Background: an optimization exercise with open tools, aiming at small area and a short achievable clock period. Do not read the settings as production practice.
At most, simulation tests tie the RTL to the original design; equivalence was not proved.

==> module AXI4StreamMaster, before the edit <==
module AXI4StreamMaster (
    clock,
    resetn,
    TDATA, TLAST, TID, TDEST, TVALID, TREADY,
    S_AXI_AWADDR, S_AXI_AWPROT, S_AXI_AWVALID, S_AXI_AWREADY,
    S_AXI_WDATA, S_AXI_WSTRB, S_AXI_WVALID, S_AXI_WREADY,
    S_AXI_BRESP, S_AXI_BVALID, S_AXI_BREADY,
    S_AXI_ARADDR, S_AXI_ARPROT, S_AXI_ARVALID, S_AXI_ARREADY,
    S_AXI_RDATA, S_AXI_RRESP, S_AXI_RVALID, S_AXI_RREADY
);
input  logic [4:0]  S_AXI_AWADDR;
input  logic [2:0]  S_AXI_AWPROT;
input  logic        S_AXI_AWVALID;
output logic        S_AXI_AWREADY;
input  logic [31:0] S_AXI_WDATA;
input  logic [3:0]  S_AXI_WSTRB;
input  logic        S_AXI_WVALID;
output logic        S_AXI_WREADY;
output logic [1:0]  S_AXI_BRESP;
output logic        S_AXI_BVALID;
input  logic        S_AXI_BREADY;
input  logic [4:0]  S_AXI_ARADDR;
input  logic [2:0]  S_AXI_ARPROT;
input  logic        S_AXI_ARVALID;
output logic        S_AXI_ARREADY;
output logic [31:0] S_AXI_RDATA;
output logic [1:0]  S_AXI_RRESP;
output logic        S_AXI_RVALID;
input  logic        S_AXI_RREADY;
input  logic        clock;
input  logic        resetn;
output logic [31:0] TDATA;
output logic        TLAST;
output logic [1:0]  TID;
output logic [1:0]  TDEST;
output logic        TVALID;
input  logic        TREADY;
logic [31:0] reg_control;
logic [31:0] reg_num_bytes;
logic [1:0]  dest_lo;
logic [31:2] dest_hi;
logic        ctrl_wr, dest_wr, nb_wr;
logic        wready;
logic        awready;    
logic        sel_ctrl, sel_nb, sel_dest;
logic        bvalid;
logic        rvalid;
logic        arready;    
logic [31:0] rdata;
logic        start;
logic        busy;
logic        busy_next;
logic [31:0] cnt;
wire aw_hs = S_AXI_AWVALID & ~wready;
wire wready_next = wready ? ~S_AXI_WVALID : S_AXI_AWVALID;
wire rvalid_next = rvalid ? ~S_AXI_RREADY : S_AXI_ARVALID;
wire w_hs  = S_AXI_WVALID & wready;
wire we_ctrl = w_hs & sel_ctrl;
wire we_nb   = w_hs & sel_nb;
wire we_dest = w_hs & sel_dest;
assign S_AXI_AWREADY = awready;
assign S_AXI_WREADY  = wready;
assign S_AXI_BVALID  = bvalid;
assign S_AXI_BRESP   = 2'b00;
assign S_AXI_ARREADY = arready;
assign S_AXI_RVALID  = rvalid;
assign S_AXI_RDATA   = rdata;
assign S_AXI_RRESP   = 2'b00;
always_ff @(posedge clock) begin
    if (!resetn) begin
        wready <= 1'b0;
        awready <= 1'b1;
        arready <= 1'b1;
        bvalid <= 1'b0;
        rvalid <= 1'b0;
        start  <= 1'b0;
        busy   <= 1'b0;
        ctrl_wr <= 1'b0;
        dest_wr <= 1'b0;
        nb_wr   <= 1'b0;
        dest_lo <= 2'b00;
    end else begin
        wready <= wready_next;
        awready <= ~wready_next;
        bvalid <= w_hs | (bvalid & ~S_AXI_BREADY);
        rvalid <= rvalid_next;
        arready <= ~rvalid_next;
        start  <= we_ctrl & S_AXI_WDATA[0];
        busy   <= busy_next;
        if (we_ctrl) ctrl_wr <= 1'b1;
        if (we_dest) dest_wr <= 1'b1;
        if (we_nb)   nb_wr <= 1'b1;
        if (we_dest) dest_lo <= S_AXI_WDATA[1:0];
    end
end
always_ff @(posedge clock) begin
    if (aw_hs) begin
        sel_ctrl <= (S_AXI_AWADDR == 5'h00);
        sel_nb   <= (S_AXI_AWADDR == 5'h10);
        sel_dest <= (S_AXI_AWADDR == 5'h14);
    end
    if (we_ctrl) reg_control <= S_AXI_WDATA;
    if (we_nb)   reg_num_bytes <= S_AXI_WDATA;
    if (we_dest) dest_hi <= S_AXI_WDATA[31:2];
end
wire ar_ctrl = (S_AXI_ARADDR == 5'h00) & ctrl_wr;
wire ar_stat = (S_AXI_ARADDR == 5'h04);
wire ar_nb   = (S_AXI_ARADDR == 5'h10) & nb_wr;
wire ar_dest = (S_AXI_ARADDR == 5'h14) & dest_wr;
wire [31:0] rd_val = ({32{ar_ctrl}} & reg_control)
                   | ({32{ar_nb}}   & reg_num_bytes)
                   | ({32{ar_dest}} & {dest_hi, dest_lo})
                   | {31'b0, ar_stat & busy};
always_ff @(posedge clock) begin
    if (!rvalid) rdata <= rd_val;
end
wire inc = busy & TREADY;
wire [31:0] cnt_p1 = cnt + 32'd1;
always_ff @(posedge clock) begin
    if (start)    cnt <= '0;
    else if (inc) cnt <= cnt_p1;
end
function automatic logic hi_ok(input logic [31:0] a, input logic [31:0] b, input int lo, input int hi);
    hi_ok = 1'b1;
    for (int i = lo; i <= hi; i++)
        hi_ok = hi_ok & ((a[i] ^ b[i]) == (a[i-1] & ~b[i-1]));
endfunction
function automatic logic lo_ok(input logic [31:0] a, input logic [31:0] b, input logic two);
    lo_ok = two ? ((a[0] == b[0]) & (a[1] != b[1]))
                : ((a[0] != b[0]) & ((a[1] ^ b[1]) == (a[0] & ~b[0])));
endfunction
wire [31:0] Kq = {2'b00, reg_num_bytes[31:2]};
wire [31:0] Kw = {2'b00, S_AXI_WDATA[31:2]};
wire k_is_1 = (Kq == 32'd1);
wire ones_hi = &cnt[31:2];
wire m_reg = start ? (nb_wr & k_is_1)
           : nb_wr ? (hi_ok(cnt, Kq, 2, 31) & lo_ok(cnt, Kq, inc))
           : (ones_hi & cnt[1] & (cnt[0] ^ inc));
logic tlast_a, tlast_b;
assign busy_next = start | (busy & ~(TLAST & TREADY));
always_ff @(posedge clock) begin
    tlast_a <= ~we_nb | hi_ok(cnt, Kw, 17, 31);
    tlast_b <= busy_next & (we_nb ? (hi_ok(cnt, Kw, 2, 16) & lo_ok(cnt, Kw, inc)) : m_reg);
end
assign TVALID = busy;
assign TDATA  = cnt;
assign TLAST  = tlast_a & tlast_b;
assign TDEST  = dest_lo;
assign TID    = 2'b00;
endmodule
clock: 4.5 ns
lec_check: 0
cap_margin: 20
core_margin: 2
core_utilization: 40
setup_slack_margin: 2.5
slew_margin: 20
standard.sh (not shown) runs the stock make flow with config.mk's settings and CLKGATE_MAP_FILE= SYNTH_SCRIPT=/design/flow/synth_recipe.tcl, a recipe that flattens the netlist after the stock synthesis.
==> flow/flow/run.sh <==
#!/bin/bash
# Standard synthesis, then the standard layout with plain buf_1 port buffers
# and the clock tree options below.
set -euo pipefail
bash standard.sh synth > synth.log 2>&1
bash standard.sh "BUFFER_PORTS_ARGS=-buffer_cell sky130_fd_sc_hd__buf_1" "CTS_ARGS=-sink_clustering_enable -repair_clock_nets -dont_use_dummy_load -buf_list sky130_fd_sc_hd__clkbuf_8 -root_buf sky130_fd_sc_hd__clkbuf_16" finish > layout.log 2>&1
Rerun with:
--- a/flow/design.v
+++ b/flow/design.v
@@ -42,9 +42,7 @@
 logic        ctrl_wr, dest_wr, nb_wr;
 logic        wready;
-logic        awready;    
 logic        sel_ctrl, sel_nb, sel_dest;
 logic        bvalid;
 logic        rvalid;
-logic        arready;    
 logic [31:0] rdata;
 logic        start;
@@ -53,15 +51,13 @@
 logic [31:0] cnt;
 wire aw_hs = S_AXI_AWVALID & ~wready;
-wire wready_next = wready ? ~S_AXI_WVALID : S_AXI_AWVALID;
-wire rvalid_next = rvalid ? ~S_AXI_RREADY : S_AXI_ARVALID;
 wire w_hs  = S_AXI_WVALID & wready;
 wire we_ctrl = w_hs & sel_ctrl;
 wire we_nb   = w_hs & sel_nb;
 wire we_dest = w_hs & sel_dest;
-assign S_AXI_AWREADY = awready;
+assign S_AXI_AWREADY = ~wready;
 assign S_AXI_WREADY  = wready;
 assign S_AXI_BVALID  = bvalid;
 assign S_AXI_BRESP   = 2'b00;
-assign S_AXI_ARREADY = arready;
+assign S_AXI_ARREADY = ~rvalid;
 assign S_AXI_RVALID  = rvalid;
 assign S_AXI_RDATA   = rdata;
@@ -70,6 +66,4 @@
     if (!resetn) begin
         wready <= 1'b0;
-        awready <= 1'b1;
-        arready <= 1'b1;
         bvalid <= 1'b0;
         rvalid <= 1'b0;
@@ -81,9 +75,7 @@
         dest_lo <= 2'b00;
     end else begin
-        wready <= wready_next;
-        awready <= ~wready_next;
+        wready <= wready ? ~S_AXI_WVALID : S_AXI_AWVALID;
         bvalid <= w_hs | (bvalid & ~S_AXI_BREADY);
-        rvalid <= rvalid_next;
-        arready <= ~rvalid_next;
+        rvalid <= rvalid ? ~S_AXI_RREADY : S_AXI_ARVALID;
         start  <= we_ctrl & S_AXI_WDATA[0];
         busy   <= busy_next;
The changed run produced a clean layout.
Wire length increases by 0.77%.
Synthesized area came out lower by 1.5%.
Core utilization climbs by 0.30 points.
Setup slack got worse by 0.14 ns.
Global-route usage goes down by 0.28 points.

* * *

== the previous run ==
AXI4StreamMaster, a different RTL version from the one above (not shown whole).
Size: roughly 180 flip-flops, roughly 8200 um^2 of cells after synthesis.
==> module AXI4StreamMaster, before the edit <==
module AXI4StreamMaster (
    clock,
    resetn,
    TDATA, TLAST, TID, TDEST, TVALID, TREADY,
    S_AXI_AWADDR, S_AXI_AWPROT, S_AXI_AWVALID, S_AXI_AWREADY,
    S_AXI_WDATA, S_AXI_WSTRB, S_AXI_WVALID, S_AXI_WREADY,
    S_AXI_BRESP, S_AXI_BVALID, S_AXI_BREADY,
    S_AXI_ARADDR, S_AXI_ARPROT, S_AXI_ARVALID, S_AXI_ARREADY,
    S_AXI_RDATA, S_AXI_RRESP, S_AXI_RVALID, S_AXI_RREADY
);
input  logic [4:0]  S_AXI_AWADDR;
input  logic [2:0]  S_AXI_AWPROT;
input  logic        S_AXI_AWVALID;
output logic        S_AXI_AWREADY;
input  logic [31:0] S_AXI_WDATA;
input  logic [3:0]  S_AXI_WSTRB;
input  logic        S_AXI_WVALID;
output logic        S_AXI_WREADY;
output logic [1:0]  S_AXI_BRESP;
output logic        S_AXI_BVALID;
input  logic        S_AXI_BREADY;
input  logic [4:0]  S_AXI_ARADDR;
input  logic [2:0]  S_AXI_ARPROT;
input  logic        S_AXI_ARVALID;
output logic        S_AXI_ARREADY;
output logic [31:0] S_AXI_RDATA;
output logic [1:0]  S_AXI_RRESP;
output logic        S_AXI_RVALID;
input  logic        S_AXI_RREADY;
input  logic        clock;
input  logic        resetn;
output logic [31:0] TDATA;
output logic        TLAST;
output logic [1:0]  TID;
output logic [1:0]  TDEST;
output logic        TVALID;
input  logic        TREADY;
logic [31:0] reg_control;
logic [31:0] reg_num_bytes;
logic [1:0]  dest_lo;
logic [31:2] dest_hi;
logic        ctrl_wr, dest_wr, nb_wr;
logic        wready;
logic        awready;    
logic        sel_ctrl, sel_nb, sel_dest;
logic        bvalid;
logic        rvalid;
logic        arready;    
logic [31:0] rdata;
logic        start;
logic        busy;
logic        busy_next;
logic [31:0] cnt;
wire aw_hs = S_AXI_AWVALID & ~wready;
wire wready_next = wready ? ~S_AXI_WVALID : S_AXI_AWVALID;
wire rvalid_next = rvalid ? ~S_AXI_RREADY : S_AXI_ARVALID;
wire w_hs  = S_AXI_WVALID & wready;
wire we_ctrl = w_hs & sel_ctrl;
wire we_nb   = w_hs & sel_nb;
wire we_dest = w_hs & sel_dest;
assign S_AXI_AWREADY = awready;
assign S_AXI_WREADY  = wready;
assign S_AXI_BVALID  = bvalid;
assign S_AXI_BRESP   = 2'b00;
assign S_AXI_ARREADY = arready;
assign S_AXI_RVALID  = rvalid;
assign S_AXI_RDATA   = rdata;
assign S_AXI_RRESP   = 2'b00;
always_ff @(posedge clock) begin
    if (!resetn) begin
        wready <= 1'b0;
        awready <= 1'b1;
        arready <= 1'b1;
        bvalid <= 1'b0;
        rvalid <= 1'b0;
        start  <= 1'b0;
        busy   <= 1'b0;
        ctrl_wr <= 1'b0;
        dest_wr <= 1'b0;
        nb_wr   <= 1'b0;
        dest_lo <= 2'b00;
    end else begin
        wready <= wready_next;
        awready <= ~wready_next;
        bvalid <= w_hs | (bvalid & ~S_AXI_BREADY);
        rvalid <= rvalid_next;
        arready <= ~rvalid_next;
        start  <= we_ctrl & S_AXI_WDATA[0];
        busy   <= busy_next;
        if (we_ctrl) ctrl_wr <= 1'b1;
        if (we_dest) dest_wr <= 1'b1;
        if (we_nb)   nb_wr <= 1'b1;
        if (we_dest) dest_lo <= S_AXI_WDATA[1:0];
    end
end
always_ff @(posedge clock) begin
    if (aw_hs) begin
        sel_ctrl <= (S_AXI_AWADDR == 5'h00);
        sel_nb   <= (S_AXI_AWADDR == 5'h10);
        sel_dest <= (S_AXI_AWADDR == 5'h14);
    end
    if (we_ctrl) reg_control <= S_AXI_WDATA;
    if (we_nb)   reg_num_bytes <= S_AXI_WDATA;
    if (we_dest) dest_hi <= S_AXI_WDATA[31:2];
end
wire ar_ctrl = (S_AXI_ARADDR == 5'h00) & ctrl_wr;
wire ar_stat = (S_AXI_ARADDR == 5'h04);
wire ar_nb   = (S_AXI_ARADDR == 5'h10) & nb_wr;
wire ar_dest = (S_AXI_ARADDR == 5'h14) & dest_wr;
wire [31:0] rd_val = ({32{ar_ctrl}} & reg_control)
                   | ({32{ar_nb}}   & reg_num_bytes)
                   | ({32{ar_dest}} & {dest_hi, dest_lo})
                   | {31'b0, ar_stat & busy};
always_ff @(posedge clock) begin
    if (!rvalid) rdata <= rd_val;
end
wire inc = busy & TREADY;
wire [31:0] cnt_p1 = cnt + 32'd1;
always_ff @(posedge clock) begin
    if (start)    cnt <= '0;
    else if (inc) cnt <= cnt_p1;
end
function automatic logic hi_ok(input logic [31:0] a, input logic [31:0] b, input int lo, input int hi);
    hi_ok = 1'b1;
    for (int i = lo; i <= hi; i++)
        hi_ok = hi_ok & ((a[i] ^ b[i]) == (a[i-1] & ~b[i-1]));
endfunction
function automatic logic lo_ok(input logic [31:0] a, input logic [31:0] b, input logic two);
    lo_ok = two ? ((a[0] == b[0]) & (a[1] != b[1]))
                : ((a[0] != b[0]) & ((a[1] ^ b[1]) == (a[0] & ~b[0])));
endfunction
wire [31:0] Kq = {2'b00, reg_num_bytes[31:2]};
wire [31:0] Kw = {2'b00, S_AXI_WDATA[31:2]};
wire k_is_1 = (Kq == 32'd1);
wire ones_hi = &cnt[31:2];
wire m_reg = start ? (nb_wr & k_is_1)
           : nb_wr ? (hi_ok(cnt, Kq, 2, 31) & lo_ok(cnt, Kq, inc))
           : (ones_hi & cnt[1] & (cnt[0] ^ inc));
logic tlast_a, tlast_b, tlast_c;
assign busy_next = start | (busy & ~(TLAST & TREADY));
always_ff @(posedge clock) begin
    tlast_a <= ~we_nb | hi_ok(cnt, Kw, 22, 31);
    tlast_b <= ~we_nb | hi_ok(cnt, Kw, 12, 21);
    tlast_c <= busy_next & (we_nb ? (hi_ok(cnt, Kw, 2, 11) & lo_ok(cnt, Kw, inc)) : m_reg);
end
assign TVALID = busy;
assign TDATA  = cnt;
assign TLAST  = tlast_a & tlast_b & tlast_c;
assign TDEST  = dest_lo;
assign TID    = 2'b00;
endmodule
==> flow/config.mk <==
export PLATFORM = sky130hd
export DESIGN_NAME = AXI4StreamMaster
export DESIGN_NICKNAME = AXI4StreamMaster
export VERILOG_FILES = /design/flow/design.v
export SDC_FILE = /design/flow/constraint.sdc
export NUM_CORES = 4
export LEC_CHECK = 0
export CAP_MARGIN = 20
export CORE_MARGIN = 2
export CORE_UTILIZATION = 40
export SETUP_SLACK_MARGIN = 2.6
export SLEW_MARGIN = 20
==> flow/constraint.sdc <==
create_clock -name core_clock -period 4.5 [get_ports {clock}]
set_input_delay 0.9000 -clock core_clock [delete_from_list [all_inputs] [get_ports {clock}]]
set_output_delay 0.9000 -clock core_clock [all_outputs]
set_load 0.01 [all_outputs]
Scripts as last shown in full above: flow/flow/run.sh
For the current run, these inputs were changed with respect to the previous run:
--- a/flow/design.v
+++ b/flow/design.v
@@ -116,4 +116,5 @@
 end
 wire inc = busy & TREADY;
+wire [31:1] q1 = cnt[31:1] + 31'd1;
 wire [31:0] cnt_p1 = cnt + 32'd1;
 always_ff @(posedge clock) begin
@@ -137,14 +138,16 @@
            : nb_wr ? (hi_ok(cnt, Kq, 2, 31) & lo_ok(cnt, Kq, inc))
            : (ones_hi & cnt[1] & (cnt[0] ^ inc));
-logic tlast_a, tlast_b, tlast_c;
+logic tlast_q;
+wire wq = (q1 == Kw[31:1]);
+wire wc = (cnt[31:1] == Kw[31:1]);
+wire use_q = inc | cnt[0];
+wire w_lo = inc ? (cnt[0] == Kw[0]) : (cnt[0] != Kw[0]);
 assign busy_next = start | (busy & ~(TLAST & TREADY));
 always_ff @(posedge clock) begin
-    tlast_a <= ~we_nb | hi_ok(cnt, Kw, 22, 31);
-    tlast_b <= ~we_nb | hi_ok(cnt, Kw, 12, 21);
-    tlast_c <= busy_next & (we_nb ? (hi_ok(cnt, Kw, 2, 11) & lo_ok(cnt, Kw, inc)) : m_reg);
+    tlast_q <= busy_next & (we_nb ? ((use_q ? wq : wc) & w_lo) : m_reg);
 end
 assign TVALID = busy;
 assign TDATA  = cnt;
-assign TLAST  = tlast_a & tlast_b & tlast_c;
+assign TLAST  = tlast_q;
 assign TDEST  = dest_lo;
 assign TID    = 2'b00;
--- outcome ---
- | number of gates given a new drive strength after cts | the current run vs the previous run | 7.3% lower |
- Delta (the current run minus the previous run): wire length of the first global-routing pass picked up an extra 9.6%, layout sequential cell count now sits lower.
- Between the current run and the previous run, the post-CTS setup-driven buffer insertion count is lower for the previous run.
- The current run against the previous run: non-clock buffer instance count of the final layout increased by 38% relative to the old numbers, wire length increased by 3600 um relative to the old numbers, fraction of met3 tracks used by global routing decreased by 1.4 points relative to the old numbers, number of standard cells in the layout, taps in and fillers out increased by 78 relative to the old numbers, detailed-placement wirelength estimate increased by 1600 um relative to the old numbers.
- The previous run → the current run: highest clock frequency the design can meet -19%; post-synthesis average cell area moved down; number of buffers created by CTS has remained practically unchanged.
- On the current run: flop and latch count out of synthesis is 1.1% lower than what the previous run gave.
No functional check of the RTL was part of any run of this note.

-- what the ideal ports hide --
The flow's constraints put no driver on any port. The routed layouts listed below were extracted and timed again, unchanged, in two steps. Step 1 sets driving cells, clkbuf_16 on the clock port and buf_2 on the other inputs (assumed; they add their load-dependent delay and slew). Step 2 moves the port delays by t, midway between the first and last clock arrival at a register: inputs arrive t later, outputs are due t later. That takes back most of the time a late clock gives input paths. Slacks: ideal ports / drivers / drivers and shift; pairs: ideal ports / drivers.
run	t, ns	slack for setup (ns)	worst register clock-pin slew, ns
the first run of note 1	0.407	2.553 / 2.510 / 2.148	0.09 / 0.09
the second run of note 1	0.418	2.409 / 2.365 / 2.134	0.10 / 0.10
the previous run	0.413	2.553 / 2.532 / 2.131	0.09 / 0.09
the current run	0.419	2.082 / 2.054 / 1.635	0.10 / 0.10
After both steps every run listed still meets setup and hold. The setup slack of the current run, which loses most, moves by -0.028 ns with the drivers and by -0.447 ns with both steps.
